What follows belongs to an exercise in optimizing a design on an open flow for small area, a short achievable clock period and few clock cycles; a production flow would make more cautious choices. Function was checked by simulation only, so behaviour that the tests miss may differ from the original.

==> flow/design.v <==
module booth_enc (
    input  [15:0] x,
    output [7:0]  one,
    output [7:0]  two,
    output [7:0]  neg
);
wire [16:0] xe = {x, 1'b0};
genvar k;
generate
    for (k = 0; k < 8; k = k + 1) begin : g_d
        assign one[k] = xe[2*k+1] ^ xe[2*k];
        assign two[k] = (xe[2*k+2] & ~xe[2*k+1] & ~xe[2*k]) | (~xe[2*k+2] & xe[2*k+1] & xe[2*k]);
        assign neg[k] = xe[2*k+2];
    end
endgenerate
endmodule
module mul_cs (
    input  [7:0]  one,
    input  [7:0]  two,
    input  [7:0]  neg,
    input  [15:0] w,
    output [15:0] s,
    output [15:0] c,
    output        c12
);
wire [15:0] wg = w;
wire pp_0_0 = ((one[0] & wg[0])) ^ neg[0];
wire pp_0_1 = ((one[0] & wg[1]) | (two[0] & wg[0])) ^ neg[0];
wire pp_0_2 = ((one[0] & wg[2]) | (two[0] & wg[1])) ^ neg[0];
wire pp_0_3 = ((one[0] & wg[3]) | (two[0] & wg[2])) ^ neg[0];
wire pp_0_4 = ((one[0] & wg[4]) | (two[0] & wg[3])) ^ neg[0];
wire pp_0_5 = ((one[0] & wg[5]) | (two[0] & wg[4])) ^ neg[0];
wire pp_0_6 = ((one[0] & wg[6]) | (two[0] & wg[5])) ^ neg[0];
wire pp_0_7 = ((one[0] & wg[7]) | (two[0] & wg[6])) ^ neg[0];
wire pp_0_8 = ((one[0] & wg[8]) | (two[0] & wg[7])) ^ neg[0];
wire pp_0_9 = ((one[0] & wg[9]) | (two[0] & wg[8])) ^ neg[0];
wire pp_0_10 = ((one[0] & wg[10]) | (two[0] & wg[9])) ^ neg[0];
wire pp_0_11 = ((one[0] & wg[11]) | (two[0] & wg[10])) ^ neg[0];
wire pp_0_12 = ((one[0] & wg[12]) | (two[0] & wg[11])) ^ neg[0];
wire pp_0_13 = ((one[0] & wg[13]) | (two[0] & wg[12])) ^ neg[0];
wire pp_0_14 = ((one[0] & wg[14]) | (two[0] & wg[13])) ^ neg[0];
wire pp_0_15 = ((one[0] & wg[15]) | (two[0] & wg[14])) ^ neg[0];
wire pp_0_16 = ~(((one[0] & wg[15]) | (two[0] & wg[15])) ^ neg[0]);
wire pp_1_0 = ((one[1] & wg[0])) ^ neg[1];
wire pp_1_1 = ((one[1] & wg[1]) | (two[1] & wg[0])) ^ neg[1];
wire pp_1_2 = ((one[1] & wg[2]) | (two[1] & wg[1])) ^ neg[1];
wire pp_1_3 = ((one[1] & wg[3]) | (two[1] & wg[2])) ^ neg[1];
wire pp_1_4 = ((one[1] & wg[4]) | (two[1] & wg[3])) ^ neg[1];
wire pp_1_5 = ((one[1] & wg[5]) | (two[1] & wg[4])) ^ neg[1];
wire pp_1_6 = ((one[1] & wg[6]) | (two[1] & wg[5])) ^ neg[1];
wire pp_1_7 = ((one[1] & wg[7]) | (two[1] & wg[6])) ^ neg[1];
wire pp_1_8 = ((one[1] & wg[8]) | (two[1] & wg[7])) ^ neg[1];
wire pp_1_9 = ((one[1] & wg[9]) | (two[1] & wg[8])) ^ neg[1];
wire pp_1_10 = ((one[1] & wg[10]) | (two[1] & wg[9])) ^ neg[1];
wire pp_1_11 = ((one[1] & wg[11]) | (two[1] & wg[10])) ^ neg[1];
wire pp_1_12 = ((one[1] & wg[12]) | (two[1] & wg[11])) ^ neg[1];
wire pp_1_13 = ((one[1] & wg[13]) | (two[1] & wg[12])) ^ neg[1];
wire pp_1_14 = ((one[1] & wg[14]) | (two[1] & wg[13])) ^ neg[1];
wire pp_1_15 = ((one[1] & wg[15]) | (two[1] & wg[14])) ^ neg[1];
wire pp_1_16 = ~(((one[1] & wg[15]) | (two[1] & wg[15])) ^ neg[1]);
wire pp_2_0 = ((one[2] & wg[0])) ^ neg[2];
wire pp_2_1 = ((one[2] & wg[1]) | (two[2] & wg[0])) ^ neg[2];
wire pp_2_2 = ((one[2] & wg[2]) | (two[2] & wg[1])) ^ neg[2];
wire pp_2_3 = ((one[2] & wg[3]) | (two[2] & wg[2])) ^ neg[2];
wire pp_2_4 = ((one[2] & wg[4]) | (two[2] & wg[3])) ^ neg[2];
wire pp_2_5 = ((one[2] & wg[5]) | (two[2] & wg[4])) ^ neg[2];
wire pp_2_6 = ((one[2] & wg[6]) | (two[2] & wg[5])) ^ neg[2];
wire pp_2_7 = ((one[2] & wg[7]) | (two[2] & wg[6])) ^ neg[2];
wire pp_2_8 = ((one[2] & wg[8]) | (two[2] & wg[7])) ^ neg[2];
wire pp_2_9 = ((one[2] & wg[9]) | (two[2] & wg[8])) ^ neg[2];
wire pp_2_10 = ((one[2] & wg[10]) | (two[2] & wg[9])) ^ neg[2];
wire pp_2_11 = ((one[2] & wg[11]) | (two[2] & wg[10])) ^ neg[2];
wire pp_2_12 = ((one[2] & wg[12]) | (two[2] & wg[11])) ^ neg[2];
wire pp_2_13 = ((one[2] & wg[13]) | (two[2] & wg[12])) ^ neg[2];
wire pp_2_14 = ((one[2] & wg[14]) | (two[2] & wg[13])) ^ neg[2];
wire pp_2_15 = ((one[2] & wg[15]) | (two[2] & wg[14])) ^ neg[2];
wire pp_2_16 = ~(((one[2] & wg[15]) | (two[2] & wg[15])) ^ neg[2]);
wire pp_3_0 = ((one[3] & wg[0])) ^ neg[3];
wire pp_3_1 = ((one[3] & wg[1]) | (two[3] & wg[0])) ^ neg[3];
wire pp_3_2 = ((one[3] & wg[2]) | (two[3] & wg[1])) ^ neg[3];
wire pp_3_3 = ((one[3] & wg[3]) | (two[3] & wg[2])) ^ neg[3];
wire pp_3_4 = ((one[3] & wg[4]) | (two[3] & wg[3])) ^ neg[3];
wire pp_3_5 = ((one[3] & wg[5]) | (two[3] & wg[4])) ^ neg[3];
wire pp_3_6 = ((one[3] & wg[6]) | (two[3] & wg[5])) ^ neg[3];
wire pp_3_7 = ((one[3] & wg[7]) | (two[3] & wg[6])) ^ neg[3];
wire pp_3_8 = ((one[3] & wg[8]) | (two[3] & wg[7])) ^ neg[3];
wire pp_3_9 = ((one[3] & wg[9]) | (two[3] & wg[8])) ^ neg[3];
wire pp_3_10 = ((one[3] & wg[10]) | (two[3] & wg[9])) ^ neg[3];
wire pp_3_11 = ((one[3] & wg[11]) | (two[3] & wg[10])) ^ neg[3];
wire pp_3_12 = ((one[3] & wg[12]) | (two[3] & wg[11])) ^ neg[3];
wire pp_3_13 = ((one[3] & wg[13]) | (two[3] & wg[12])) ^ neg[3];
wire pp_3_14 = ((one[3] & wg[14]) | (two[3] & wg[13])) ^ neg[3];
wire pp_3_15 = ((one[3] & wg[15]) | (two[3] & wg[14])) ^ neg[3];
wire pp_3_16 = ~(((one[3] & wg[15]) | (two[3] & wg[15])) ^ neg[3]);
wire pp_4_0 = ((one[4] & wg[0])) ^ neg[4];
wire pp_4_1 = ((one[4] & wg[1]) | (two[4] & wg[0])) ^ neg[4];
wire pp_4_2 = ((one[4] & wg[2]) | (two[4] & wg[1])) ^ neg[4];
wire pp_4_3 = ((one[4] & wg[3]) | (two[4] & wg[2])) ^ neg[4];
wire pp_4_4 = ((one[4] & wg[4]) | (two[4] & wg[3])) ^ neg[4];
wire pp_4_5 = ((one[4] & wg[5]) | (two[4] & wg[4])) ^ neg[4];
wire pp_4_6 = ((one[4] & wg[6]) | (two[4] & wg[5])) ^ neg[4];
wire pp_4_7 = ((one[4] & wg[7]) | (two[4] & wg[6])) ^ neg[4];
wire pp_4_8 = ((one[4] & wg[8]) | (two[4] & wg[7])) ^ neg[4];
wire pp_4_9 = ((one[4] & wg[9]) | (two[4] & wg[8])) ^ neg[4];
wire pp_4_10 = ((one[4] & wg[10]) | (two[4] & wg[9])) ^ neg[4];
wire pp_4_11 = ((one[4] & wg[11]) | (two[4] & wg[10])) ^ neg[4];
wire pp_4_12 = ((one[4] & wg[12]) | (two[4] & wg[11])) ^ neg[4];
wire pp_4_13 = ((one[4] & wg[13]) | (two[4] & wg[12])) ^ neg[4];
wire pp_4_14 = ((one[4] & wg[14]) | (two[4] & wg[13])) ^ neg[4];
wire pp_4_15 = ((one[4] & wg[15]) | (two[4] & wg[14])) ^ neg[4];
wire pp_4_16 = ~(((one[4] & wg[15]) | (two[4] & wg[15])) ^ neg[4]);
wire pp_5_0 = ((one[5] & wg[0])) ^ neg[5];
wire pp_5_1 = ((one[5] & wg[1]) | (two[5] & wg[0])) ^ neg[5];
wire pp_5_2 = ((one[5] & wg[2]) | (two[5] & wg[1])) ^ neg[5];
wire pp_5_3 = ((one[5] & wg[3]) | (two[5] & wg[2])) ^ neg[5];
wire pp_5_4 = ((one[5] & wg[4]) | (two[5] & wg[3])) ^ neg[5];
wire pp_5_5 = ((one[5] & wg[5]) | (two[5] & wg[4])) ^ neg[5];
wire pp_5_6 = ((one[5] & wg[6]) | (two[5] & wg[5])) ^ neg[5];
wire pp_5_7 = ((one[5] & wg[7]) | (two[5] & wg[6])) ^ neg[5];
wire pp_5_8 = ((one[5] & wg[8]) | (two[5] & wg[7])) ^ neg[5];
wire pp_5_9 = ((one[5] & wg[9]) | (two[5] & wg[8])) ^ neg[5];
wire pp_5_10 = ((one[5] & wg[10]) | (two[5] & wg[9])) ^ neg[5];
wire pp_5_11 = ((one[5] & wg[11]) | (two[5] & wg[10])) ^ neg[5];
wire pp_5_12 = ((one[5] & wg[12]) | (two[5] & wg[11])) ^ neg[5];
wire pp_5_13 = ((one[5] & wg[13]) | (two[5] & wg[12])) ^ neg[5];
wire pp_5_14 = ((one[5] & wg[14]) | (two[5] & wg[13])) ^ neg[5];
wire pp_5_15 = ((one[5] & wg[15]) | (two[5] & wg[14])) ^ neg[5];
wire pp_5_16 = ~(((one[5] & wg[15]) | (two[5] & wg[15])) ^ neg[5]);
wire pp_6_0 = ((one[6] & wg[0])) ^ neg[6];
wire pp_6_1 = ((one[6] & wg[1]) | (two[6] & wg[0])) ^ neg[6];
wire pp_6_2 = ((one[6] & wg[2]) | (two[6] & wg[1])) ^ neg[6];
wire pp_6_3 = ((one[6] & wg[3]) | (two[6] & wg[2])) ^ neg[6];
wire pp_6_4 = ((one[6] & wg[4]) | (two[6] & wg[3])) ^ neg[6];
wire pp_6_5 = ((one[6] & wg[5]) | (two[6] & wg[4])) ^ neg[6];
wire pp_6_6 = ((one[6] & wg[6]) | (two[6] & wg[5])) ^ neg[6];
wire pp_6_7 = ((one[6] & wg[7]) | (two[6] & wg[6])) ^ neg[6];
wire pp_6_8 = ((one[6] & wg[8]) | (two[6] & wg[7])) ^ neg[6];
wire pp_6_9 = ((one[6] & wg[9]) | (two[6] & wg[8])) ^ neg[6];
wire pp_6_10 = ((one[6] & wg[10]) | (two[6] & wg[9])) ^ neg[6];
wire pp_6_11 = ((one[6] & wg[11]) | (two[6] & wg[10])) ^ neg[6];
wire pp_6_12 = ((one[6] & wg[12]) | (two[6] & wg[11])) ^ neg[6];
wire pp_6_13 = ((one[6] & wg[13]) | (two[6] & wg[12])) ^ neg[6];
wire pp_6_14 = ((one[6] & wg[14]) | (two[6] & wg[13])) ^ neg[6];
wire pp_6_15 = ((one[6] & wg[15]) | (two[6] & wg[14])) ^ neg[6];
wire pp_7_0 = ((one[7] & wg[0])) ^ neg[7];
wire pp_7_1 = ((one[7] & wg[1]) | (two[7] & wg[0])) ^ neg[7];
wire pp_7_2 = ((one[7] & wg[2]) | (two[7] & wg[1])) ^ neg[7];
wire pp_7_3 = ((one[7] & wg[3]) | (two[7] & wg[2])) ^ neg[7];
wire pp_7_4 = ((one[7] & wg[4]) | (two[7] & wg[3])) ^ neg[7];
wire pp_7_5 = ((one[7] & wg[5]) | (two[7] & wg[4])) ^ neg[7];
wire pp_7_6 = ((one[7] & wg[6]) | (two[7] & wg[5])) ^ neg[7];
wire pp_7_7 = ((one[7] & wg[7]) | (two[7] & wg[6])) ^ neg[7];
wire pp_7_8 = ((one[7] & wg[8]) | (two[7] & wg[7])) ^ neg[7];
wire pp_7_9 = ((one[7] & wg[9]) | (two[7] & wg[8])) ^ neg[7];
wire pp_7_10 = ((one[7] & wg[10]) | (two[7] & wg[9])) ^ neg[7];
wire pp_7_11 = ((one[7] & wg[11]) | (two[7] & wg[10])) ^ neg[7];
wire pp_7_12 = ((one[7] & wg[12]) | (two[7] & wg[11])) ^ neg[7];
wire pp_7_13 = ((one[7] & wg[13]) | (two[7] & wg[12])) ^ neg[7];
wire hs0 = pp_0_10 ^ pp_1_8;
wire hc0 = pp_0_10 & pp_1_8;
wire hs1 = pp_0_11 ^ pp_1_9;
wire hc1 = pp_0_11 & pp_1_9;
wire tfs0 = pp_0_12 ^ pp_1_10;
wire fs0 = tfs0 ^ pp_2_8;
wire fc0 = (pp_0_12 & pp_1_10) | (tfs0 & pp_2_8);
wire hs2 = pp_3_6 ^ pp_4_4;
wire hc2 = pp_3_6 & pp_4_4;
wire tfs1 = pp_0_13 ^ pp_1_11;
wire fs1 = tfs1 ^ pp_2_9;
wire fc1 = (pp_0_13 & pp_1_11) | (tfs1 & pp_2_9);
wire hs3 = pp_3_7 ^ pp_4_5;
wire hc3 = pp_3_7 & pp_4_5;
wire tfs2 = pp_0_14 ^ pp_1_12;
wire fs2 = tfs2 ^ pp_2_10;
wire fc2 = (pp_0_14 & pp_1_12) | (tfs2 & pp_2_10);
wire tfs3 = pp_3_8 ^ pp_4_6;
wire fs3 = tfs3 ^ pp_5_4;
wire fc3 = (pp_3_8 & pp_4_6) | (tfs3 & pp_5_4);
wire hs4 = pp_6_2 ^ pp_7_0;
wire hc4 = pp_6_2 & pp_7_0;
wire tfs4 = pp_0_15 ^ pp_1_13;
wire fs4 = tfs4 ^ pp_2_11;
wire fc4 = (pp_0_15 & pp_1_13) | (tfs4 & pp_2_11);
wire tfs5 = pp_3_9 ^ pp_4_7;
wire fs5 = tfs5 ^ pp_5_5;
wire fc5 = (pp_3_9 & pp_4_7) | (tfs5 & pp_5_5);
wire hs5 = pp_6_3 ^ pp_7_1;
wire hc5 = pp_6_3 & pp_7_1;
wire tfs6 = pp_0_16 ^ pp_1_14;
wire fs6 = tfs6 ^ pp_2_12;
wire fc6 = (pp_0_16 & pp_1_14) | (tfs6 & pp_2_12);
wire tfs7 = pp_3_10 ^ pp_4_8;
wire fs7 = tfs7 ^ pp_5_6;
wire fc7 = (pp_3_10 & pp_4_8) | (tfs7 & pp_5_6);
wire tfs8 = pp_6_4 ^ pp_7_2;
wire fs8 = tfs8 ^ 1'b1;
wire fc8 = (pp_6_4 & pp_7_2) | (tfs8 & 1'b1);
wire tfs9 = pp_1_15 ^ pp_2_13;
wire fs9 = tfs9 ^ pp_3_11;
wire fc9 = (pp_1_15 & pp_2_13) | (tfs9 & pp_3_11);
wire tfs10 = pp_4_9 ^ pp_5_7;
wire fs10 = tfs10 ^ pp_6_5;
wire fc10 = (pp_4_9 & pp_5_7) | (tfs10 & pp_6_5);
wire hs6 = pp_7_3 ^ 1'b1;
wire hc6 = pp_7_3 & 1'b1;
wire tfs11 = pp_1_16 ^ pp_2_14;
wire fs11 = tfs11 ^ pp_3_12;
wire fc11 = (pp_1_16 & pp_2_14) | (tfs11 & pp_3_12);
wire tfs12 = pp_4_10 ^ pp_5_8;
wire fs12 = tfs12 ^ pp_6_6;
wire fc12 = (pp_4_10 & pp_5_8) | (tfs12 & pp_6_6);
wire tfs13 = pp_2_15 ^ pp_3_13;
wire fs13 = tfs13 ^ pp_4_11;
wire fc13 = (pp_2_15 & pp_3_13) | (tfs13 & pp_4_11);
wire hs7 = pp_5_9 ^ pp_6_7;
wire hc7 = pp_5_9 & pp_6_7;
wire tfs14 = pp_2_16 ^ pp_3_14;
wire fs14 = tfs14 ^ pp_4_12;
wire fc14 = (pp_2_16 & pp_3_14) | (tfs14 & pp_4_12);
wire hs8 = pp_3_15 ^ pp_4_13;
wire hc8 = pp_3_15 & pp_4_13;
wire hs9 = pp_0_6 ^ pp_1_4;
wire hc9 = pp_0_6 & pp_1_4;
wire hs10 = pp_0_7 ^ pp_1_5;
wire hc10 = pp_0_7 & pp_1_5;
wire tfs15 = pp_0_8 ^ pp_1_6;
wire fs15 = tfs15 ^ pp_2_4;
wire fc15 = (pp_0_8 & pp_1_6) | (tfs15 & pp_2_4);
wire hs11 = pp_3_2 ^ pp_4_0;
wire hc11 = pp_3_2 & pp_4_0;
wire tfs16 = pp_0_9 ^ pp_1_7;
wire fs16 = tfs16 ^ pp_2_5;
wire fc16 = (pp_0_9 & pp_1_7) | (tfs16 & pp_2_5);
wire hs12 = pp_3_3 ^ pp_4_1;
wire hc12 = pp_3_3 & pp_4_1;
wire tfs17 = hs0 ^ pp_2_6;
wire fs17 = tfs17 ^ pp_3_4;
wire fc17 = (hs0 & pp_2_6) | (tfs17 & pp_3_4);
wire tfs18 = pp_4_2 ^ pp_5_0;
wire fs18 = tfs18 ^ neg[5];
wire fc18 = (pp_4_2 & pp_5_0) | (tfs18 & neg[5]);
wire tfs19 = hc0 ^ hs1;
wire fs19 = tfs19 ^ pp_2_7;
wire fc19 = (hc0 & hs1) | (tfs19 & pp_2_7);
wire tfs20 = pp_3_5 ^ pp_4_3;
wire fs20 = tfs20 ^ pp_5_1;
wire fc20 = (pp_3_5 & pp_4_3) | (tfs20 & pp_5_1);
wire tfs21 = hc1 ^ fs0;
wire fs21 = tfs21 ^ hs2;
wire fc21 = (hc1 & fs0) | (tfs21 & hs2);
wire tfs22 = pp_5_2 ^ pp_6_0;
wire fs22 = tfs22 ^ neg[6];
wire fc22 = (pp_5_2 & pp_6_0) | (tfs22 & neg[6]);
wire tfs23 = fc0 ^ hc2;
wire fs23 = tfs23 ^ fs1;
wire fc23 = (fc0 & hc2) | (tfs23 & fs1);
wire tfs24 = hs3 ^ pp_5_3;
wire fs24 = tfs24 ^ pp_6_1;
wire fc24 = (hs3 & pp_5_3) | (tfs24 & pp_6_1);
wire tfs25 = fc1 ^ hc3;
wire fs25 = tfs25 ^ fs2;
wire fc25 = (fc1 & hc3) | (tfs25 & fs2);
wire tfs26 = fs3 ^ hs4;
wire fs26 = tfs26 ^ neg[7];
wire fc26 = (fs3 & hs4) | (tfs26 & neg[7]);
wire tfs27 = fc2 ^ fc3;
wire fs27 = tfs27 ^ hc4;
wire fc27 = (fc2 & fc3) | (tfs27 & hc4);
wire tfs28 = fs4 ^ fs5;
wire fs28 = tfs28 ^ hs5;
wire fc28 = (fs4 & fs5) | (tfs28 & hs5);
wire tfs29 = fc4 ^ fc5;
wire fs29 = tfs29 ^ hc5;
wire fc29 = (fc4 & fc5) | (tfs29 & hc5);
wire tfs30 = fs6 ^ fs7;
wire fs30 = tfs30 ^ fs8;
wire fc30 = (fs6 & fs7) | (tfs30 & fs8);
wire tfs31 = fc6 ^ fc7;
wire fs31 = tfs31 ^ fc8;
wire fc31 = (fc6 & fc7) | (tfs31 & fc8);
wire tfs32 = fs9 ^ fs10;
wire fs32 = tfs32 ^ hs6;
wire fc32 = (fs9 & fs10) | (tfs32 & hs6);
wire tfs33 = fc9 ^ fc10;
wire fs33 = tfs33 ^ hc6;
wire fc33 = (fc9 & fc10) | (tfs33 & hc6);
wire tfs34 = fs11 ^ fs12;
wire fs34 = tfs34 ^ pp_7_4;
wire fc34 = (fs11 & fs12) | (tfs34 & pp_7_4);
wire tfs35 = fc11 ^ fc12;
wire fs35 = tfs35 ^ fs13;
wire fc35 = (fc11 & fc12) | (tfs35 & fs13);
wire tfs36 = hs7 ^ pp_7_5;
wire fs36 = tfs36 ^ 1'b1;
wire fc36 = (hs7 & pp_7_5) | (tfs36 & 1'b1);
wire tfs37 = fc13 ^ hc7;
wire fs37 = tfs37 ^ fs14;
wire fc37 = (fc13 & hc7) | (tfs37 & fs14);
wire tfs38 = pp_5_10 ^ pp_6_8;
wire fs38 = tfs38 ^ pp_7_6;
wire fc38 = (pp_5_10 & pp_6_8) | (tfs38 & pp_7_6);
wire tfs39 = fc14 ^ hs8;
wire fs39 = tfs39 ^ pp_5_11;
wire fc39 = (fc14 & hs8) | (tfs39 & pp_5_11);
wire tfs40 = pp_6_9 ^ pp_7_7;
wire fs40 = tfs40 ^ 1'b1;
wire fc40 = (pp_6_9 & pp_7_7) | (tfs40 & 1'b1);
wire tfs41 = hc8 ^ pp_3_16;
wire fs41 = tfs41 ^ pp_4_14;
wire fc41 = (hc8 & pp_3_16) | (tfs41 & pp_4_14);
wire tfs42 = pp_5_12 ^ pp_6_10;
wire fs42 = tfs42 ^ pp_7_8;
wire fc42 = (pp_5_12 & pp_6_10) | (tfs42 & pp_7_8);
wire tfs43 = pp_4_15 ^ pp_5_13;
wire fs43 = tfs43 ^ pp_6_11;
wire fc43 = (pp_4_15 & pp_5_13) | (tfs43 & pp_6_11);
wire hs13 = pp_7_9 ^ 1'b1;
wire hc13 = pp_7_9 & 1'b1;
wire tfs44 = pp_4_16 ^ pp_5_14;
wire fs44 = tfs44 ^ pp_6_12;
wire fc44 = (pp_4_16 & pp_5_14) | (tfs44 & pp_6_12);
wire hs14 = pp_5_15 ^ pp_6_13;
wire hc14 = pp_5_15 & pp_6_13;
wire hs15 = pp_0_4 ^ pp_1_2;
wire hc15 = pp_0_4 & pp_1_2;
wire hs16 = pp_0_5 ^ pp_1_3;
wire hc16 = pp_0_5 & pp_1_3;
wire tfs45 = hs9 ^ pp_2_2;
wire fs45 = tfs45 ^ pp_3_0;
wire fc45 = (hs9 & pp_2_2) | (tfs45 & pp_3_0);
wire tfs46 = hc9 ^ hs10;
wire fs46 = tfs46 ^ pp_2_3;
wire fc46 = (hc9 & hs10) | (tfs46 & pp_2_3);
wire tfs47 = hc10 ^ fs15;
wire fs47 = tfs47 ^ hs11;
wire fc47 = (hc10 & fs15) | (tfs47 & hs11);
wire tfs48 = fc15 ^ hc11;
wire fs48 = tfs48 ^ fs16;
wire fc48 = (fc15 & hc11) | (tfs48 & fs16);
wire tfs49 = fc16 ^ hc12;
wire fs49 = tfs49 ^ fs17;
wire fc49 = (fc16 & hc12) | (tfs49 & fs17);
wire tfs50 = fc17 ^ fc18;
wire fs50 = tfs50 ^ fs19;
wire fc50 = (fc17 & fc18) | (tfs50 & fs19);
wire tfs51 = fc19 ^ fc20;
wire fs51 = tfs51 ^ fs21;
wire fc51 = (fc19 & fc20) | (tfs51 & fs21);
wire tfs52 = fc21 ^ fc22;
wire fs52 = tfs52 ^ fs23;
wire fc52 = (fc21 & fc22) | (tfs52 & fs23);
wire tfs53 = fc23 ^ fc24;
wire fs53 = tfs53 ^ fs25;
wire fc53 = (fc23 & fc24) | (tfs53 & fs25);
wire tfs54 = fc25 ^ fc26;
wire fs54 = tfs54 ^ fs27;
wire fc54 = (fc25 & fc26) | (tfs54 & fs27);
wire tfs55 = fc27 ^ fc28;
wire fs55 = tfs55 ^ fs29;
wire fc55 = (fc27 & fc28) | (tfs55 & fs29);
wire tfs56 = fc29 ^ fc30;
wire fs56 = tfs56 ^ fs31;
wire fc56 = (fc29 & fc30) | (tfs56 & fs31);
wire tfs57 = fc31 ^ fc32;
wire fs57 = tfs57 ^ fs33;
wire fc57 = (fc31 & fc32) | (tfs57 & fs33);
wire tfs58 = fc33 ^ fc34;
wire fs58 = tfs58 ^ fs35;
wire fc58 = (fc33 & fc34) | (tfs58 & fs35);
wire tfs59 = fc35 ^ fc36;
wire fs59 = tfs59 ^ fs37;
wire fc59 = (fc35 & fc36) | (tfs59 & fs37);
wire tfs60 = fc37 ^ fc38;
wire fs60 = tfs60 ^ fs39;
wire fc60 = (fc37 & fc38) | (tfs60 & fs39);
wire tfs61 = fc39 ^ fc40;
wire fs61 = tfs61 ^ fs41;
wire fc61 = (fc39 & fc40) | (tfs61 & fs41);
wire tfs62 = fc41 ^ fc42;
wire fs62 = tfs62 ^ fs43;
wire fc62 = (fc41 & fc42) | (tfs62 & fs43);
wire tfs63 = fc43 ^ hc13;
wire fs63 = tfs63 ^ fs44;
wire fc63 = (fc43 & hc13) | (tfs63 & fs44);
wire tfs64 = fc44 ^ hs14;
wire fs64 = tfs64 ^ pp_7_11;
wire fc64 = (fc44 & hs14) | (tfs64 & pp_7_11);
wire tfs65 = hc14 ^ pp_5_16;
wire fs65 = tfs65 ^ pp_6_14;
wire fc65 = (hc14 & pp_5_16) | (tfs65 & pp_6_14);
wire hs17 = pp_6_15 ^ pp_7_13;
wire hc17 = pp_6_15 & pp_7_13;
wire hs18 = pp_0_2 ^ pp_1_0;
wire hc18 = pp_0_2 & pp_1_0;
wire hs19 = pp_0_3 ^ pp_1_1;
wire hc19 = pp_0_3 & pp_1_1;
wire tfs66 = hs15 ^ pp_2_0;
wire fs66 = tfs66 ^ neg[2];
wire fc66 = (hs15 & pp_2_0) | (tfs66 & neg[2]);
wire tfs67 = hc15 ^ hs16;
wire fs67 = tfs67 ^ pp_2_1;
wire fc67 = (hc15 & hs16) | (tfs67 & pp_2_1);
wire tfs68 = hc16 ^ fs45;
wire fs68 = tfs68 ^ neg[3];
wire fc68 = (hc16 & fs45) | (tfs68 & neg[3]);
wire tfs69 = fc45 ^ fs46;
wire fs69 = tfs69 ^ pp_3_1;
wire fc69 = (fc45 & fs46) | (tfs69 & pp_3_1);
wire tfs70 = fc46 ^ fs47;
wire fs70 = tfs70 ^ neg[4];
wire fc70 = (fc46 & fs47) | (tfs70 & neg[4]);
wire tfs71 = fc47 ^ fs48;
wire fs71 = tfs71 ^ hs12;
wire fc71 = (fc47 & fs48) | (tfs71 & hs12);
wire tfs72 = fc48 ^ fs49;
wire fs72 = tfs72 ^ fs18;
wire fc72 = (fc48 & fs49) | (tfs72 & fs18);
wire tfs73 = fc49 ^ fs50;
wire fs73 = tfs73 ^ fs20;
wire fc73 = (fc49 & fs50) | (tfs73 & fs20);
wire tfs74 = fc50 ^ fs51;
wire fs74 = tfs74 ^ fs22;
wire fc74 = (fc50 & fs51) | (tfs74 & fs22);
wire tfs75 = fc51 ^ fs52;
wire fs75 = tfs75 ^ fs24;
wire fc75 = (fc51 & fs52) | (tfs75 & fs24);
wire tfs76 = fc52 ^ fs53;
wire fs76 = tfs76 ^ fs26;
wire fc76 = (fc52 & fs53) | (tfs76 & fs26);
wire tfs77 = fc53 ^ fs54;
wire fs77 = tfs77 ^ fs28;
wire fc77 = (fc53 & fs54) | (tfs77 & fs28);
wire tfs78 = fc54 ^ fs55;
wire fs78 = tfs78 ^ fs30;
wire fc78 = (fc54 & fs55) | (tfs78 & fs30);
wire tfs79 = fc55 ^ fs56;
wire fs79 = tfs79 ^ fs32;
wire fc79 = (fc55 & fs56) | (tfs79 & fs32);
wire tfs80 = fc56 ^ fs57;
wire fs80 = tfs80 ^ fs34;
wire fc80 = (fc56 & fs57) | (tfs80 & fs34);
wire tfs81 = fc57 ^ fs58;
wire fs81 = tfs81 ^ fs36;
wire fc81 = (fc57 & fs58) | (tfs81 & fs36);
wire tfs82 = fc58 ^ fs59;
wire fs82 = tfs82 ^ fs38;
wire fc82 = (fc58 & fs59) | (tfs82 & fs38);
wire tfs83 = fc59 ^ fs60;
wire fs83 = tfs83 ^ fs40;
wire fc83 = (fc59 & fs60) | (tfs83 & fs40);
wire tfs84 = fc60 ^ fs61;
wire fs84 = tfs84 ^ fs42;
wire fc84 = (fc60 & fs61) | (tfs84 & fs42);
wire tfs85 = fc61 ^ fs62;
wire fs85 = tfs85 ^ hs13;
wire fc85 = (fc61 & fs62) | (tfs85 & hs13);
wire tfs86 = fc62 ^ fs63;
wire fs86 = tfs86 ^ pp_7_10;
wire fc86 = (fc62 & fs63) | (tfs86 & pp_7_10);
wire tfs87 = fc63 ^ fs64;
wire fs87 = tfs87 ^ 1'b1;
wire fc87 = (fc63 & fs64) | (tfs87 & 1'b1);
wire tfs88 = fc64 ^ fs65;
wire fs88 = tfs88 ^ pp_7_12;
wire fc88 = (fc64 & fs65) | (tfs88 & pp_7_12);
wire tfs89 = fc65 ^ hs17;
wire fs89 = tfs89 ^ 1'b1;
wire fc89 = (fc65 & hs17) | (tfs89 & 1'b1);
wire [27:0] ra = {fc88, fc87, fc86, fc85, fc84, fc83, fc82, fc81, fc80, fc79, fc78, fc77, fc76, fc75, fc74, fc73, fc72, fc71, fc70, fc69, fc68, fc67, fc66, hc19, hc18, hs18, pp_0_1, pp_0_0};
wire [27:0] rb = {fs89, fs88, fs87, fs86, fs85, fs84, fs83, fs82, fs81, fs80, fs79, fs78, fs77, fs76, fs75, fs74, fs73, fs72, fs71, fs70, fs69, fs68, fs67, fs66, hs19, neg[1], 1'b0, neg[0]};
wire [12:0] lo = {1'b0, ra[11:0]} + {1'b0, rb[11:0]};
assign s = ra[27:12];
assign c = rb[27:12];
assign c12 = lo[12];
endmodule
module bk_add #(parameter W = 16, parameter L = 5) (   
    input  [W-1:0] a,
    input  [W-1:0] b,
    input          ci,
    output [W-1:0] s
);
wire [W:0] g0 = {a & b, ci};
wire [W:0] p0 = {a ^ b, 1'b0};
wire [W:0] g [0:2*L];
wire [W:0] p [0:2*L];
assign g[0] = g0;
assign p[0] = p0;
genvar lv, i;
generate
    for (lv = 0; lv < L; lv = lv + 1) begin : up
        for (i = 0; i <= W; i = i + 1) begin : b
            if ((i % (2 << lv)) == ((2 << lv) - 1)) begin : m
                assign g[lv+1][i] = g[lv][i] | (p[lv][i] & g[lv][i - (1 << lv)]);
                assign p[lv+1][i] = p[lv][i] & p[lv][i - (1 << lv)];
            end else begin : k
                assign g[lv+1][i] = g[lv][i];
                assign p[lv+1][i] = p[lv][i];
            end
        end
    end
    for (lv = L - 2; lv >= 0; lv = lv - 1) begin : dn
        for (i = 0; i <= W; i = i + 1) begin : b
            if (i >= (3 << lv) - 1 && ((i + 1 - (1 << lv)) % (2 << lv)) == 0) begin : m
                assign g[2*L-1-lv][i] = g[2*L-2-lv][i] | (p[2*L-2-lv][i] & g[2*L-2-lv][i - (1 << lv)]);
                assign p[2*L-1-lv][i] = p[2*L-2-lv][i] & p[2*L-2-lv][i - (1 << lv)];
            end else begin : k
                assign g[2*L-1-lv][i] = g[2*L-2-lv][i];
                assign p[2*L-1-lv][i] = p[2*L-2-lv][i];
            end
        end
    end
endgenerate
assign s = p0[W:1] ^ g[2*L-1][W-1:0];
endmodule
module cnn_accel (
    input         clk,
    input         rst_n,       
    input         cnn_start,   
    output        cnn_finish,  
    output        mem_we,
    output [19:0] mem_addr,
    output [15:0] mem_wdata,
    input  [15:0] mem_rdata
);
localparam P = 8;            
localparam S_IDLE  = 3'd0;
localparam S_INIT  = 3'd1;   
localparam S_X     = 3'd2;   
localparam S_W     = 3'd3;   
localparam S_WR    = 3'd4;   
localparam S_PR    = 3'd5;   
localparam S_PD    = 3'd6;   
localparam K_NONE = 2'd0;
localparam K_X    = 2'd1;
localparam K_W    = 2'd2;
localparam K_P    = 2'd3;
reg [2:0]  st;
reg        start_q;     
reg        fin_q;
reg        we_q;
reg [19:0] addr_q;
reg [15:0] wdata_q;
assign cnn_finish = fin_q;
assign mem_we     = we_q;
assign mem_addr   = addr_q;
assign mem_wdata  = wdata_q;
reg [4:0] lay;
wire [19:0] c_in      = ({20{lay[0]}} & 20'd2) | ({20{lay[1]}} & 20'd17906) | ({20{lay[2]}} & 20'd34306) | ({20{lay[3]}} & 20'd53890) | ({20{lay[4]}} & 20'd566914);  
wire [19:0] c_w       = ({20{lay[0]}} & 20'd3074) | ({20{lay[1]}} & 20'd21506) | ({20{lay[2]}} & 20'd35458) | ({20{lay[3]}} & 20'd54914) | ({20{lay[4]}} & 20'd567414);  
wire [19:0] c_out     = ({20{lay[0]}} & 20'd3506) | ({20{lay[1]}} & 20'd29698) | ({20{lay[2]}} & 20'd53890) | ({20{lay[3]}} & 20'd566914) | ({20{lay[4]}} & 20'd572414);  
wire [10:0] c_n       = ({11{lay[0]}} & 11'd27) | ({11{lay[1]}} & 11'd256) | ({11{lay[2]}} & 11'd288) | ({11{lay[3]}} & 11'd1024) | ({11{lay[4]}} & 11'd500);  
wire [1:0] c_kmax    = ({2{lay[0]}} & 2'd2) | ({2{lay[1]}} & 2'd3) | ({2{lay[2]}} & 2'd2) | ({2{lay[3]}} & 2'd3);  
wire [4:0] c_ohmax   = ({5{lay[0]}} & 5'd29) | ({5{lay[1]}} & 5'd11) | ({5{lay[2]}} & 5'd3);  
wire [5:0] c_gmax    = ({6{lay[0]}} & 6'd1) | ({6{lay[1]}} & 6'd3) | ({6{lay[2]}} & 6'd7) | ({6{lay[3]}} & 6'd62) | ({6{lay[4]}} & 6'd1);  
wire [2:0] c_orem    = ({3{lay[3]}} & 3'd4) | ({3{lay[4]}} & 3'd2);  
wire c_skip    = (lay[1] & 1'b1) | (lay[2] & 1'b1) | (lay[3] & 1'b1) | (lay[4] & 1'b1);  
wire [19:0] c_xrow    = ({20{lay[0]}} & 20'd30) | ({20{lay[1]}} & 20'd12) | ({20{lay[2]}} & 20'd4) | ({20{lay[3]}} & 20'd1) | ({20{lay[4]}} & 20'd1);  
wire [19:0] c_xch     = ({20{lay[0]}} & 20'd958) | ({20{lay[1]}} & 20'd177) | ({20{lay[2]}} & 20'd22) | ({20{lay[3]}} & 20'd1) | ({20{lay[4]}} & 20'd1);  
wire [19:0] c_ohsq    = ({20{lay[0]}} & 20'd900) | ({20{lay[1]}} & 20'd144) | ({20{lay[2]}} & 20'd16) | ({20{lay[3]}} & 20'd1) | ({20{lay[4]}} & 20'd1);  
wire [19:0] c_wnext   = ({20{lay[0]}} & 20'd1048388) | ({20{lay[1]}} & 20'd1046785) | ({20{lay[2]}} & 20'd1046561) | ({20{lay[3]}} & 20'd1041409) | ({20{lay[4]}} & 20'd1045077);  
wire [19:0] c_wapos7  = ({20{lay[0]}} & 20'd1035077) | ({20{lay[1]}} & 20'd1044113) | ({20{lay[2]}} & 20'd1047569) | ({20{lay[3]}} & 20'd1048074) | ({20{lay[4]}} & 20'd1048562);  
wire [19:0] c_xlg     = ({20{lay[0]}} & 20'd1046462) | ({20{lay[1]}} & 20'd1045153) | ({20{lay[2]}} & 20'd1047446) | ({20{lay[3]}} & 20'd1047553) | ({20{lay[4]}} & 20'd1048077);  
wire [19:0] c_xlp     = ({20{lay[0]}} & 20'd1046463) | ({20{lay[1]}} & 20'd1045154) | ({20{lay[2]}} & 20'd1047447) | ({20{lay[3]}} & 20'd1047554) | ({20{lay[4]}} & 20'd1048078);  
wire [19:0] c_xlr     = ({20{lay[0]}} & 20'd1046465) | ({20{lay[1]}} & 20'd1045157) | ({20{lay[2]}} & 20'd1047449) | ({20{lay[3]}} & 20'd1047557) | ({20{lay[4]}} & 20'd1048078);  
wire [19:0] c_pin     = lay[0] ? 20'd3506 : 20'd29698;  
wire [19:0] c_pout    = lay[0] ? 20'd17906 : 20'd34306;  
wire [19:0] c_pdown   = lay[0] ? 20'd29 : 20'd11;  
wire [19:0] c_pup     = lay[0] ? 20'd1048547 : 20'd1048565;  
wire [3:0] c_pomax   = lay[0] ? 4'd14 : 4'd5;  
wire [11:0] c_pwin    = lay[0] ? 12'd3600 : 12'd1152;  
wire c_relu = ~lay[4];
reg [19:0] xa;          
reg [19:0] wt;          
reg [19:0] wa;          
reg [11:0] tr;          
reg [1:0]  kc, kr;      
reg [3:0]  k;           
reg [5:0]  og;          
reg [4:0]  oc, orow;    
reg        ft;          
reg        pv;          
reg [1:0]  wsel;        
wire n_tr1  = (tr == 12'd1);
wire n_kc   = (kc == c_kmax);
wire n_kr   = (kr == c_kmax);
wire n_lg   = (og == c_gmax);
wire n_loc  = (oc == c_ohmax);
wire n_prow = (oc[3:0] == c_pomax);
reg f_tr1, f_skip, f_kc, f_kr, f_lg, f_loc, f_lpos, f_prow;
always @(posedge clk) begin
    f_tr1  <= n_tr1;
    f_skip <= c_skip && (tr == 12'd4);
    f_kc   <= n_kc;
    f_kr   <= n_kr;
    f_lg   <= n_lg;
    f_loc  <= n_loc;
    f_lpos <= n_loc && (orow == c_ohmax);
    f_prow <= n_prow;
end
wire last_k = (k == P - 1);
reg [1:0]  i_kind;      
reg        i_f;         
reg  [19:0] ainc;
always @(posedge clk) begin
    case (st)
    S_X:     ainc <= n_tr1 ? (!n_lg ? c_xlg : n_loc ? c_xlr : c_xlp) :
                     !n_kc ? 20'd1 : !n_kr ? c_xrow : c_xch;
    S_W:     ainc <= !last_k ? {9'd0, c_n} : f_tr1 ? 20'd1 : c_wnext;
    S_WR:    ainc <= !last_k ? c_ohsq : f_lg ? c_wapos7 : c_ohsq;
    default: ainc <= (k == 4'd4) ? (n_prow ? 20'd1 : c_pup) :
                     (k == 4'd1) ? c_pdown : 20'd1;
    endcase
end
wire [19:0] a_add;
bk_add #(.W(20), .L(5)) u_aadd (.a(addr_q), .b(ainc), .ci(1'b0), .s(a_add));
always @(posedge clk or negedge rst_n) begin
    if (!rst_n) begin
        st      <= S_IDLE;
        start_q <= 1'b0;
        fin_q   <= 1'b0;
        we_q    <= 1'b0;
    end else begin
        start_q <= cnn_start;
        fin_q   <= 1'b0;
        we_q    <= 1'b0;
        case (st)
        S_IDLE:  if (start_q) st <= S_INIT;
        S_INIT:  st <= S_X;
        S_X:     st <= S_W;
        S_W:     if (last_k) st <= f_tr1 ? S_WR : S_X;
        S_WR: begin
            we_q <= !(f_lg && c_orem != 3'd0 && k >= c_orem);
            if (last_k) begin
                if (!f_lg || !f_lpos)     st <= S_X;
                else if (lay[0] | lay[1]) st <= S_PR;
                else if (lay[4]) begin fin_q <= 1'b1; st <= S_IDLE; end
                else                      st <= S_INIT;
            end
        end
        S_PR: begin
            if (k == 4'd3) we_q <= pv;
            if (k == 4'd4 && f_tr1) st <= S_PD;
        end
        S_PD: begin
            if (k == 4'd3) begin
                we_q <= 1'b1;
                st   <= S_INIT;
            end
        end
        default: st <= S_IDLE;
        endcase
    end
end
always @(posedge clk) begin
    i_kind <= K_NONE;
    i_f    <= 1'b0;
    addr_q <= a_add;
    case (st)
    S_IDLE: begin
        lay <= 5'b00001;
        kc  <= 2'd0;
        kr  <= 2'd0;
    end
    S_INIT: begin
        xa <= c_in; wt <= c_w; wa <= c_out; tr <= {1'b0, c_n};
        og <= 6'd0; oc <= 5'd0; orow <= 5'd0; ft <= 1'b1; wsel <= 2'b00;
    end
    S_X: begin
        addr_q <= xa;
        i_kind <= K_X;
        if (!ft) wt <= a_add;
        if (wsel != 2'b00) wa <= a_add;
        wsel <= 2'b00;
        kc <= f_kc ? 2'd0 : kc + 2'd1;
        if (f_kc) kr <= f_kr ? 2'd0 : kr + 2'd1;
        k  <= 4'd0;
    end
    S_W: begin
        if (k == 4'd0) begin
            addr_q <= wt;
            xa <= a_add;
        end
        i_kind <= f_skip ? K_NONE : K_W;
        i_f <= ft;
        k <= k + 4'd1;
        if (last_k) begin
            ft <= 1'b0;
            tr <= tr - 12'd1;
            k  <= 4'd0;
        end
    end
    S_WR: begin
        if (k == 4'd0) begin
            addr_q <= wa;
            wt <= f_lg ? c_w : a_add;
        end
        k <= k + 4'd1;
        if (last_k) begin
            k  <= 4'd0;
            tr <= {1'b0, c_n};
            ft <= 1'b1;
            wsel <= {f_lg, ~f_lg};
            if (!f_lg) begin
                og <= og + 6'd1;
            end else if (!f_lpos) begin
                og <= 6'd0;
                oc <= f_loc ? 5'd0 : oc + 5'd1;
                if (f_loc) orow <= orow + 5'd1;
            end else if (lay[0] | lay[1]) begin
                xa <= c_pin; wa <= c_pout; tr <= c_pwin; oc <= 5'd0; pv <= 1'b0;
            end else begin
                lay <= {lay[3:0], 1'b0};
            end
        end
    end
    S_PR: begin
        if (k != 4'd3) i_kind <= K_P;
        i_f <= (k == 4'd0);
        k <= k + 4'd1;
        case (k)
        4'd0: if (!pv) addr_q <= xa;   
        4'd3: begin addr_q <= wa; xa <= a_add; end
        4'd4: begin
            addr_q <= xa;
            if (pv) wa <= a_add;
            pv <= 1'b1;
            k  <= 4'd0;
            oc <= f_prow ? 5'd0 : oc + 5'd1;
            tr <= tr - 12'd1;
        end
        default: ;
        endcase
    end
    S_PD: begin
        addr_q <= wa;
        k <= k + 4'd1;
        if (k == 4'd3) begin
            k   <= 4'd0;
            lay <= {lay[3:0], 1'b0};
        end
    end
    default: ;
    endcase
end
reg [1:0] d1_kind, d2_kind, d3_kind;
reg       d1_f, d2_f, d3_f, d2_z;
always @(posedge clk) begin
    d1_kind <= i_kind;  d1_f <= i_f;
    d2_kind <= d1_kind; d2_f <= d1_f;
    d3_kind <= d2_kind; d3_f <= d2_f;
    d2_z    <= (d1_kind == K_NONE);
end
reg [15:0] rd_q;        
reg [7:0]  x_one, x_two, x_neg;   
reg [15:0] ps, pc;      
reg        pc12;        
reg        e_f;         
reg [15:0] ring [0:P];
wire [7:0] b_one, b_two, b_neg;
booth_enc u_enc (.x(rd_q), .one(b_one), .two(b_two), .neg(b_neg));
wire [15:0] ms, mc;
wire        mc12;
mul_cs u_mul (.one(x_one), .two(x_two), .neg(x_neg), .w(rd_q),
              .s(ms), .c(mc), .c12(mc12));
wire [15:0] base = e_f ? 16'd0 : ring[P];
wire [15:0] as   = base ^ ps ^ pc;
wire [15:0] ac   = (base & ps) | (base & pc) | (ps & pc);
wire [15:0] acc;
bk_add #(.W(16), .L(5)) u_acc (.a(as), .b({ac[14:0], pc12}), .ci(1'b0), .s(acc));
integer j;
always @(posedge clk) begin
    rd_q <= d2_z ? 16'd0 : mem_rdata;
    if (d3_kind == K_X) begin
        x_one <= b_one;
        x_two <= b_two;
        x_neg <= b_neg;
    end
    ps   <= ms;
    pc   <= mc;
    pc12 <= mc12;
    e_f  <= d3_f;
    ring[0] <= acc;
    for (j = 1; j <= P; j = j + 1) ring[j] <= ring[j-1];
    if (d3_kind == K_P) begin
        if (d3_f || rd_q > wdata_q) wdata_q <= rd_q;
    end else if (st == S_WR) begin
        wdata_q <= (c_relu && ring[2][15]) ? 16'd0 : ring[2];
    end
end
endmodule
==> flow/flow/run.sh <==
#!/bin/bash
# The standard layout (the standard.sh: ORFS with the standard synthesis,
# floorplan, power grid and tap cells), with one change: every input and
# output port is still given its own buffer, but a plain sky130 buffer
# (buf_2) instead of the delay cell (clkdlybuf4s50_1) buffer_ports picks by
# default, which adds about 0.6 ns to every path into or out of the design.
set -euo pipefail
export BUFFER_PORTS_ARGS="-buffer_cell sky130_fd_sc_hd__buf_2"
bash standard.sh > standard_make.log 2>&1
==> flow/standard.sh <==
#!/bin/bash
# synth_recipe.tcl (not shown) runs the flow's synth.tcl, then flattens the netlist and writes it again
# the make line also repeats each setting of config.mk as NAME=value (left out here)
make -C /OpenROAD-flow-scripts/flow DESIGN_CONFIG=/design/flow/config.mk WORK_HOME=/design/flow/orfs CLKGATE_MAP_FILE= SYNTH_SCRIPT=/design/flow/synth_recipe.tcl "${@:-finish}"
==> flow/config.mk <==
export PLATFORM = sky130hd
export DESIGN_NAME = cnn_accel
export DESIGN_NICKNAME = cnn_accel
export VERILOG_FILES = /design/flow/design.v
export SDC_FILE = /design/flow/constraint.sdc
export NUM_CORES = 4
export LEC_CHECK = 0
export CAP_MARGIN = 20
export CORE_MARGIN = 2
export CORE_UTILIZATION = 65
export CTS_CLUSTER_DIAMETER = 80
export CTS_CLUSTER_SIZE = 24
export SLEW_MARGIN = 20
==> flow/constraint.sdc <==
create_clock -name core_clock -period 20.0 [get_ports {clk}]
set_input_delay 4.0000 -clock core_clock [delete_from_list [all_inputs] [get_ports {clk}]]
set_output_delay 4.0000 -clock core_clock [all_outputs]
set_load 0.01 [all_outputs]
==> summary.md, run 1 <==
| Metric | Value |
|---|---|
| Maximum clock rate | `194.6 MHz` |
| Core area | `about 32000 sq um` |
| DR iter-0 viols | `1439` |
| Status | `timing/DRC/antenna clean` |
| # resized after CTS | `0` |
| Worst r2r path cells | `11` |
| WP data required | `~16 ns` |
| Crit. Startpoint | `wdata_q[12]` |
| ANT cells | `0` |
| Clock net sink count | `401` |
| Unique cell type count in the Yosys netlist | `75` |
| CTS H-tree depth | `1` |
| CTS tree | `done` |
| Clock Latency Late Sink | `0.57 ns` |
| Final Hold Fails | `0` |
| Cell family with most CP delay | `flip-flops` |
| Max incr delay on CP | `0.42 ns` |
| Worst Max-Slew Pin Slew | `1.130 ns` |
| Total Nets Final | `2226` |
| Proportion of layout cells with a drive suffix above 1 | `6.597%` |
| All-Layer GR Usage | `between 30 and 40%` |
| Crit path depth | `1` |
| Clock Skew | `between 0.02 and 0.025 ns` |
| Slew HR | `24.50%` |
| Worst-path clk slew | `0.09 ns` |
| Cell Rows | `66` |
| # Post-CTS Setup Buffers | `0` |
| Via count | `15.47k` |
| Arr. time, crit path | `1.14 ns` |
| Worst-path fanout max | `2` |
| Top_reg_cell synth | `dfxtp_1` |
| Post-Syn Instances | `2029` |
| DR DRC count | `0` |
| Grt ovf | `0` |
| Met2 wire length | `26370 um` |
| Area grow syn2layout | `5.821%` |
| Metal3 WL | `4073 um` |
| Total Wirelength | `approximately 55000 um` |
| Die Ht | `roughly 180 um` |
| Reg2Reg Setup Slack | `between 15 and 20 ns` |
| Initial antenna violation count | `0` |
| Final worst setup slack | `around 15 ns` |
| Starting Density | `65.64%` |
| Register area share after synthesis | `approximately 45%` |
| WP buf/inv | `1` |
| Tcrit/Tclk final | `approximately 26%` |
| Critical path, cell by cell | `buf_2` |
| WL/cell | `22.35 um` |
| CP max stage cell | `edfxtp_1` |
| CP startpoint kind | `register` |
| Number of synthesized flops with an enable pin | `145` |
| Worst Setup End Kind | `output port` |
| Die footprint | `34070 sq um` |
| Largest net degree at the start of global routing | `75` |
| RR Startpoint | `e_f` |
| Max Buffers Root-to-Sink | `3` |
| CTS Buf Count | `22` |
| RSZ-0062 raised after global routing | `false` |
| Yosys warnings | `4` |
| I/O pin cnt | `57` |
| Syn Nets | `about 2.3k` |
| Root Driver | `clkbuf_16` |
| Tmin final | `5.138 ns` |
| Critical path class | `reg -> out` |
| Reg2reg end | `ring[0][14]` |
| Setup WS pre-CTS | `15.44 ns` |
| Syn Area/Cell | `about 10 sq um` |
| Post-detail-place hpwl | `38090 um` |
| Top Metal Used | `met4` |
| Max_cap viols | `0` |
| # hold bufs at CTS | `0` |
| PortBufs | `56` |
| Number of global-route vias before repair | `15.21k` |
| Final setup violation count | `0` |
| Antenna-violating nets left | `0` |
| First-pass GRT wire length | `84880 um` |
| Pins Over Slew Limit | `0` |
| CP Capture Point | `mem_wdata[12]` |
| Met1 Routed Length | `between 20000 and 25000 um` |
| Die W | `between 150 and 200 um` |
| DR vias/cell | `6.294` |
| FFs w/ async S/R, synth | `1.496%` |
| Gpl congestion | `between 0.9 and 1` |
| Setup TNS | `0 ns` |
| Mapped Area | `roughly 21000 sq um` |
| Hold Path Class | `reg -> reg` |
| FF+latch count, synth | `401` |
| Detailed Routing Iterations Pass 1 | `8` |
-- layout make-up --
cell class / count / area (sq um)
sequential: 401 / 9510
multi-input combinational: 1320 / 10530
tap: 442 / 553.0
clock buffer: 33 / 644.4
inverter: 174 / 653.1
clock inverter: 5 / 56.30
timing repair buffer: 83 / 483.0
fill: 2473 / 9861
-- state kept, by name, indices dropped and copies added, names as in the netlist, 12 cells and up --
register and cells:
ring 144, addr_q 20, wa 20, wt 20, xa 20, pc 16, ps 16, rd_q 16
wdata_q 16, ainc 15, tr 12
-- cells in the final DEF (no fill, tap or decap), drive strengths merged, types with 5 or more instances in the layout --
cell | synthesis | layout
and2 | 13 | 13
nand2 | 113 | 113
buf | 35 | 83
a21oi | 101 | 101
o22ai | 23 | 23
o31ai | 10 | 10
o21ai | 116 | 116
nand4 | 7 | 7
dfxtp | 250 | 250
nand3 | 26 | 26
a21o | 25 | 25
nor2b | 44 | 44
nor2 | 123 | 123
fa | 113 | 113
nor4 | 7 | 7
nor3b | 5 | 5
ha | 92 | 92
o221ai | 5 | 5
a211oi | 8 | 8
edfxtp | 145 | 145
a22oi | 128 | 128
clkbuf | 99 | 33
a222oi | 8 | 8
a22o | 19 | 19
xnor2 | 92 | 92
nand3b | 5 | 5
nor3 | 24 | 24
a221oi | 15 | 15
nand2b | 7 | 7
o211ai | 10 | 10
xor2 | 99 | 99
dfrtp | 6 | 6
a31oi | 11 | 11
o21a | 13 | 13
inv | 172 | 176
-- metal layers --
layer / GRT usage [%] / vias to the layer above
met2: 54.87 / 750
met1: 41.05 / 7565
met5: 0 / -
met4: 15.84 / 0
met3: 4.624 / 175
li1: - / 6981
-- how the worst min path moves through the flow --
stage                  endpoint        start  depth (start not counted)  slack (ns)
global route         ring[7][1]   ring[6][1]                          0        0.34
finish               ring[4][9]   ring[3][9]                          0        0.33
CTS                  ring[5][9]   ring[4][9]                          0        0.33
detailed placement  ring[2][14]  ring[1][14]                          0        0.31
floorplan                  d1_f          i_f                          0        0.31
global placement     ring[7][2]   ring[6][2]                          0        0.31
-- per-stage QoR --
| step | utilization (%) | hold WS [ns] | instance area [sq um] | cells |
|---|---|---|---|---|
| after floorplan | - | 0.3096 | 21190 | 2029 |
| final | 69.46 | 0.3290 | 22430 | 2458 |
| after global routing | 69.46 | 0.3362 | 22430 | 2458 |
| after detailed placement | 67.29 | 0.3121 | 21730 | 2420 |
| after global placement | 67.29 | 0.3095 | 21730 | 2420 |
| after CTS | 69.46 | 0.3329 | 22430 | 2458 |
-- cell families (layout without fill, tap and decap cells) --
logic type | Yosys count | after routing | share of synthesized area (%)
flip-flops | 401 | 401 | 44.87
XOR/XNOR | 191 | 191 | 7.893
adder cells (fa/ha/maj) | 205 | 205 | 16.10
buffers and inverters | 308 | 295 | 5.537
AO/OA/AOI/OAI | 523 | 523 | 16.45
multiplexers | 6 | 6 | 0.2952
AND/OR/NAND/NOR | 395 | 395 | 8.849
-- synthesized netlist by cell type, drive strengths merged, types with 4 or more instances --
| master | instances | area (sq um) |
|---|---|---|
| nand2b | 7 | 43.79 |
| nor4 | 7 | 43.79 |
| or2 | 4 | 25.03 |
| a31oi | 11 | 68.82 |
| ha | 92 | 1151 |
| inv | 172 | 645.6 |
| o22ai | 23 | 143.9 |
| nand3b | 5 | 37.54 |
| dfrtp | 6 | 150.1 |
| nor2b | 44 | 275.3 |
| nor3b | 5 | 47.54 |
| clkbuf | 99 | 372.9 |
| xor2 | 99 | 867.1 |
| a211oi | 8 | 60.06 |
| nand3 | 26 | 130.1 |
| nor3 | 24 | 120.1 |
| o31ai | 10 | 75.07 |
| o211ai | 10 | 75.07 |
| nand2 | 113 | 434.2 |
| or3 | 4 | 25.02 |
| xnor2 | 92 | 805.8 |
| a221oi | 15 | 131.4 |
| buf | 35 | 147.6 |
| and2 | 13 | 81.33 |
| a22o | 19 | 166.4 |
| o221ai | 5 | 43.79 |
| dfxtp | 250 | 5005 |
| o21a | 13 | 97.59 |
| a22oi | 128 | 960.9 |
| and3 | 4 | 25.02 |
| a222oi | 8 | 80.08 |
| o21ai | 116 | 584.3 |
| a21o | 25 | 187.7 |
| nor2 | 123 | 461.7 |
| nand4 | 7 | 43.79 |
| edfxtp | 145 | 4354 |
| mux2i | 4 | 40.04 |
| a21oi | 101 | 505.5 |
| fa | 113 | 2262 |
Testbench counts, summed over its fixed seeds: cycles 8,190,648.
==> inputs of run 2 (changes only) <==
--- a/flow/design.v
+++ b/flow/design.v
@@ -598,6 +598,14 @@
     f_prow <= n_prow;
 end
 wire last_k = (k == P - 1);
+wire [11:0] tr_b  = {~tr[10:0] & tr_b[10:0], 1'b1};    
+wire [11:0] tr_m1 = tr ^ tr_b;
+wire [5:0]  og_c  = {og[4:0] & og_c[4:0], 1'b1};       
+wire [5:0]  og_p1 = og ^ og_c;
+wire [4:0]  oc_c  = {oc[3:0] & oc_c[3:0], 1'b1};
+wire [4:0]  oc_p1 = oc ^ oc_c;
+wire [4:0]  or_c  = {orow[3:0] & or_c[3:0], 1'b1};
+wire [4:0]  or_p1 = orow ^ or_c;
 reg [1:0]  i_kind;      
 reg        i_f;         
 reg  [19:0] ainc;
@@ -685,7 +693,7 @@
         k <= k + 4'd1;
         if (last_k) begin
             ft <= 1'b0;
-            tr <= tr - 12'd1;
+            tr <= tr_m1;
             k  <= 4'd0;
         end
     end
@@ -701,11 +709,11 @@
             ft <= 1'b1;
             wsel <= {f_lg, ~f_lg};
             if (!f_lg) begin
-                og <= og + 6'd1;
+                og <= og_p1;
             end else if (!f_lpos) begin
                 og <= 6'd0;
-                oc <= f_loc ? 5'd0 : oc + 5'd1;
-                if (f_loc) orow <= orow + 5'd1;
+                oc <= f_loc ? 5'd0 : oc_p1;
+                if (f_loc) orow <= or_p1;
             end else if (lay[0] | lay[1]) begin
                 xa <= c_pin; wa <= c_pout; tr <= c_pwin; oc <= 5'd0; pv <= 1'b0;
             end else begin
@@ -725,8 +733,8 @@
             if (pv) wa <= a_add;
             pv <= 1'b1;
             k  <= 4'd0;
-            oc <= f_prow ? 5'd0 : oc + 5'd1;
-            tr <= tr - 12'd1;
+            oc <= f_prow ? 5'd0 : oc_p1;
+            tr <= tr_m1;
         end
         default: ;
         endcase
@@ -767,6 +775,8 @@
 wire [15:0] ac   = (base & ps) | (base & pc) | (ps & pc);
 wire [15:0] acc;
 bk_add #(.W(16), .L(5)) u_acc (.a(as), .b({ac[14:0], pc12}), .ci(1'b0), .s(acc));
+wire [15:0] gt_c = {(rd_q[14:0] & ~wdata_q[14:0]) | (~(rd_q[14:0] ^ wdata_q[14:0]) & gt_c[14:0]), 1'b0};
+wire        rd_gt = (rd_q[15] & ~wdata_q[15]) | (~(rd_q[15] ^ wdata_q[15]) & gt_c[15]);
 integer j;
 always @(posedge clk) begin
     rd_q <= d2_z ? 16'd0 : mem_rdata;
@@ -782,7 +792,7 @@
     ring[0] <= acc;
     for (j = 1; j <= P; j = j + 1) ring[j] <= ring[j-1];
     if (d3_kind == K_P) begin
-        if (d3_f || rd_q > wdata_q) wdata_q <= rd_q;
+        if (d3_f || rd_gt) wdata_q <= rd_q;
     end else if (st == S_WR) begin
         wdata_q <= (c_relu && ring[2][15]) ? 16'd0 : ring[2];
     end
==> flow/flow/run.sh (replaced) <==
#!/bin/bash
# The standard layout (the standard.sh: ORFS with the standard synthesis,
# floorplan, power grid and tap cells), with one change: every input and
# output port is still given its own buffer, but a plain sky130 buffer
# (buf_4) instead of the delay cell (clkdlybuf4s50_1) buffer_ports picks by
# default, which adds about 0.6 ns to every path into or out of the design.
set -euo pipefail
export BUFFER_PORTS_ARGS="-buffer_cell sky130_fd_sc_hd__buf_4"
bash standard.sh > standard_make.log 2>&1
==> run 2 against run 1 <==
Net effect:
- still clean on timing, DRC and antenna
- count of clock-buffer cells in the layout decreased by 3
- setup slack better by 0.0047 ns
- routed wire length fell by 7.1%
- sequential share of layout area rose by 0.31 points
- synthesized cell count is 3.9% lower
- critical endpoint unchanged
- largest cell class unchanged
- highest routed layer unchanged
==> summary.md, run 2 <==
| Metric | Value |
|---|---|
| CP startpoint kind | `register` |
| Worst r2r path cells | `10 (-1)` |
| Dominant cells by area after synthesis | `dfxtp_1, edfxtp_1, fa_1` |
| DR iter-0 viols | `1470 (+2.2%)` |
| Commonest non-fill, non-tap cell in the layout | `dfxtp_1` |
| Antenna-violating nets left | `0 (unchanged)` |
| DR DRC count | `0 (unchanged)` |
| Max incr delay on CP | `0.42 ns (about the same)` |
| Clock net sink count | `401 (unchanged)` |
| I/O pin cnt | `57 (unchanged)` |
| Root Driver | `clkbuf_16` |
| Yosys top cell by area | `dfxtp_1` |
| Total Wirelength | `51030 um (-7.1%)` |
| Post-detail-place hpwl | `35510 um (-6.8%)` |
| Die footprint | `33550 sq um (-1.5%)` |
| Mapped Area | `20870 sq um (-1.5%)` |
| Core area | `31560 sq um (-2.3%)` |
| Max reg flops | `144 (unchanged)` |
| CTS tree | `done` |
| Post-synth top cells | `dfxtp_1, inv_1, a22oi_1, edfxtp_1, fa_1` |
| Slew HR | `23.50% (-1.0 points)` |
| Commonest cells after routing, fill and taps aside | `dfxtp_1, inv_1, a22oi_1, edfxtp_1, fa_1` |
| Critical path, cell by cell | `buf_4` |
| Yosys warnings | `4 (unchanged)` |
| Critical path class | `reg -> out` |
| Max Buffers Root-to-Sink | `3 (unchanged)` |
| Setup TNS | `0 ns (unchanged)` |
| Hold Path Class | `reg -> reg` |
| Initial antenna violation count | `0 (unchanged)` |
| Cell Rows | `65 (-1.5%)` |
| CTS Buf Count | `23 (+4.5%)` |
| Top_reg_cell synth | `dfxtp_1` |
| Total Nets Final | `2170 (-2.5%)` |
| Syn Nets | `2187 (-2.9%)` |
| First-pass GRT wire length | `81630 um (-3.8%)` |
| Reg2Reg Setup Slack | `15.97 ns (+0.58 ns)` |
| Gpl congestion | `0.9608 (+3.1%)` |
| # resized after CTS | `0 (unchanged)` |
| Detailed Routing Iterations Pass 1 | `6 (-2)` |
| Die Ht | `183.2 um (-0.76%)` |
| CTS H-tree depth | `1 (unchanged)` |
| PortBufs | `56 (unchanged)` |
| Reg2reg end | `ring[0][13]` |
| Area grow syn2layout | `6.680%` |
| Pins Over Slew Limit | `0 (unchanged)` |
| Status | `timing/DRC/antenna clean` |
| FF+latch count, synth | `401 (unchanged)` |
| DR vias/cell | `6.259 (-0.57%)` |
| Post-Syn Instances | `1949 (-3.9%)` |
| Register area share after synthesis | `45.57% (+0.70 points)` |
| Clock Latency Late Sink | `0.56 ns (about the same)` |
| # fillers | `2429 (-1.8%)` |
| Number of synthesized flops with an enable pin | `145 (unchanged)` |
| Post-layout util | `70.54% (+1.1 points)` |
| WP buf/inv | `1 (unchanged)` |
| Largest register by flop count | `ring` |
| ANT cells | `0 (unchanged)` |
| Worst Setup End Kind | `output port` |
| Maximum clock rate | `194.8 MHz (about the same)` |
| Via count | `14.70k (-5.0%)` |
| Hold Path Sink | `ring[8][13]` |
| Largest net degree at the start of global routing | `43 (-43%)` |
| # hold bufs at CTS | `0 (unchanged)` |
| # Post-CTS Setup Buffers | `0 (unchanged)` |
| Final Hold Fails | `0 (unchanged)` |
| Worst-path clk slew | `0.09 ns (about the same)` |
| HP Start | `ring[7][13]` |
| RSZ-0062 raised after global routing | `false` |
| Starting Density | `66.13% (+0.49 points)` |
| Syn Area/Cell | `10.71 sq um (+2.5%)` |
| Hold-critical path depth | `0 (unchanged)` |
| Unique cell type count in the Yosys netlist | `77 (+2.7%)` |
| Tcrit/Tclk final | `25.67% (about the same)` |
| Worst Max-Slew Pin Slew | `1.146 ns (+0.01609 ns)` |
| Proportion of layout cells with a drive suffix above 1 | `7.297% (+0.70 points)` |
| Number of global-route vias before repair | `15.00k (-1.4%)` |
| Tmin final | `5.134 ns (-0.004700 ns)` |
| Die W | `183.2 um (-0.76%)` |
| Clock Skew | `0.02290 ns (+0.001629 ns)` |
| FFs w/ async S/R, synth | `1.496% (unchanged)` |
| Cell family with most CP delay | `flip-flops` |
| WL/cell | `21.73 um (-2.7%)` |
| Worst-path fanout max | `2 (unchanged)` |
| All-Layer GR Usage | `30.99% (-1.5 points)` |
| Arr. time, crit path | `1.13 ns (about the same)` |
| Most frequent cell after synthesis | `dfxtp_1` |
| WP data required | `16.00 ns (about the same)` |
| Synth top area share | `23.99% (+0.37 points)` |
| Grt ovf | `0 (unchanged)` |
| CP max stage cell | `edfxtp_1` |
| RR Startpoint | `e_f` |
| Max_cap viols | `0 (unchanged)` |
| Final setup violation count | `0 (unchanged)` |
==> run 2: how the worst max path moves through the flow <==
stage	start	end	slack, ns	cells past startpoint
finish	wdata_q[12]	mem_wdata[12]	14.87	1
global route	wdata_q[11]	mem_wdata[11]	14.83	1
CTS	wdata_q[12]	mem_wdata[12]	14.85	1
detailed placement	wdata_q[12]	mem_wdata[12]	15.44	1
global placement	wdata_q[12]	mem_wdata[12]	15.48	1
floorplan	wdata_q[10]	mem_wdata[10]	15.59	0
==> run 2: metal layers <==
metal / up-vias / wire length, um / global-route usage, % / share of wire (%)
li1: 6732 / - / - / -
met1: 7197 / 19700 / 38.61 / 39
met2: 622 / 25410 / 53.79 / 50
met3: 144 / 3271 / 3.753 / 6.4
met4: 0 / 2653 / 15.07 / 5.2
met5: - / 0 / 0 / 0
==> run 2: cell families (layout without fill, tap and decap cells) <==
group                      after synthesis  count (layout)  synth area share (%)
adders and majority gates              219             219                 17.20
buffers and inverters                  298             295                 5.421
muxes                                    5               5                0.2518
DFF                                    401             401                 45.57
and+or+nand+nor                        347             347                 8.107
xor gates and xnor gates               177             177                 7.429
AOI/OAI and AO/OA                      502             502                 16.02
==> run 2: cell type report <==
type	count	area, sq um	share of cell area, %
tap	402	503.0	2.260
timing repair buffer	87	653.1	2.934
clock inverter	9	91.34	0.4103
inverter	169	634.4	2.850
clock buffer	30	611.8	2.749
sequential	401	9509	42.72
multi-input combinational	1250	10260	46.08
==> run 2: metrics by stage <==
stage	setup WS, ns	cells	cell area [sq um]	hold WS, ns
final	14.87	2348	22260	0.3232
after global routing	14.83	2348	22260	0.3339
after CTS	14.85	2347	22250	0.3218
after detailed placement	15.44	2308	21550	0.3121
after global placement	15.48	2308	21550	0.3095
after floorplan	15.59	1949	20870	0.3096
Testbench counts of run 2, summed over its fixed seeds: cycles 8,190,648.

==> port drivers added, routing unchanged <==
The flow's constraints put no driver on any port. The routed layouts listed below were extracted and timed again, unchanged, in two steps. Step 1, drivers: a clkbuf_16 drives clk and a buf_2 each remaining input, both assumed. Step 2 adds t to the input delays and takes it off the output delays; t is the mean of the earliest and latest rising clock arrival at the registers after step 1. Input paths then give back, and output paths get back, about the clock's delay inside the block. a / b / c = no drivers / after step 1 / after step 2; a / b = the first two.
run | t, ns | slack for setup (ns) | latest minus earliest clock arrival (ns)
run 1 | 0.609 | 14.862 / 14.809 / 15.395 | 0.029 / 0.028
run 2 | 0.598 | 14.866 / 14.814 / 15.412 | 0.023 / 0.024
After both steps setup and hold are still met in every run listed.
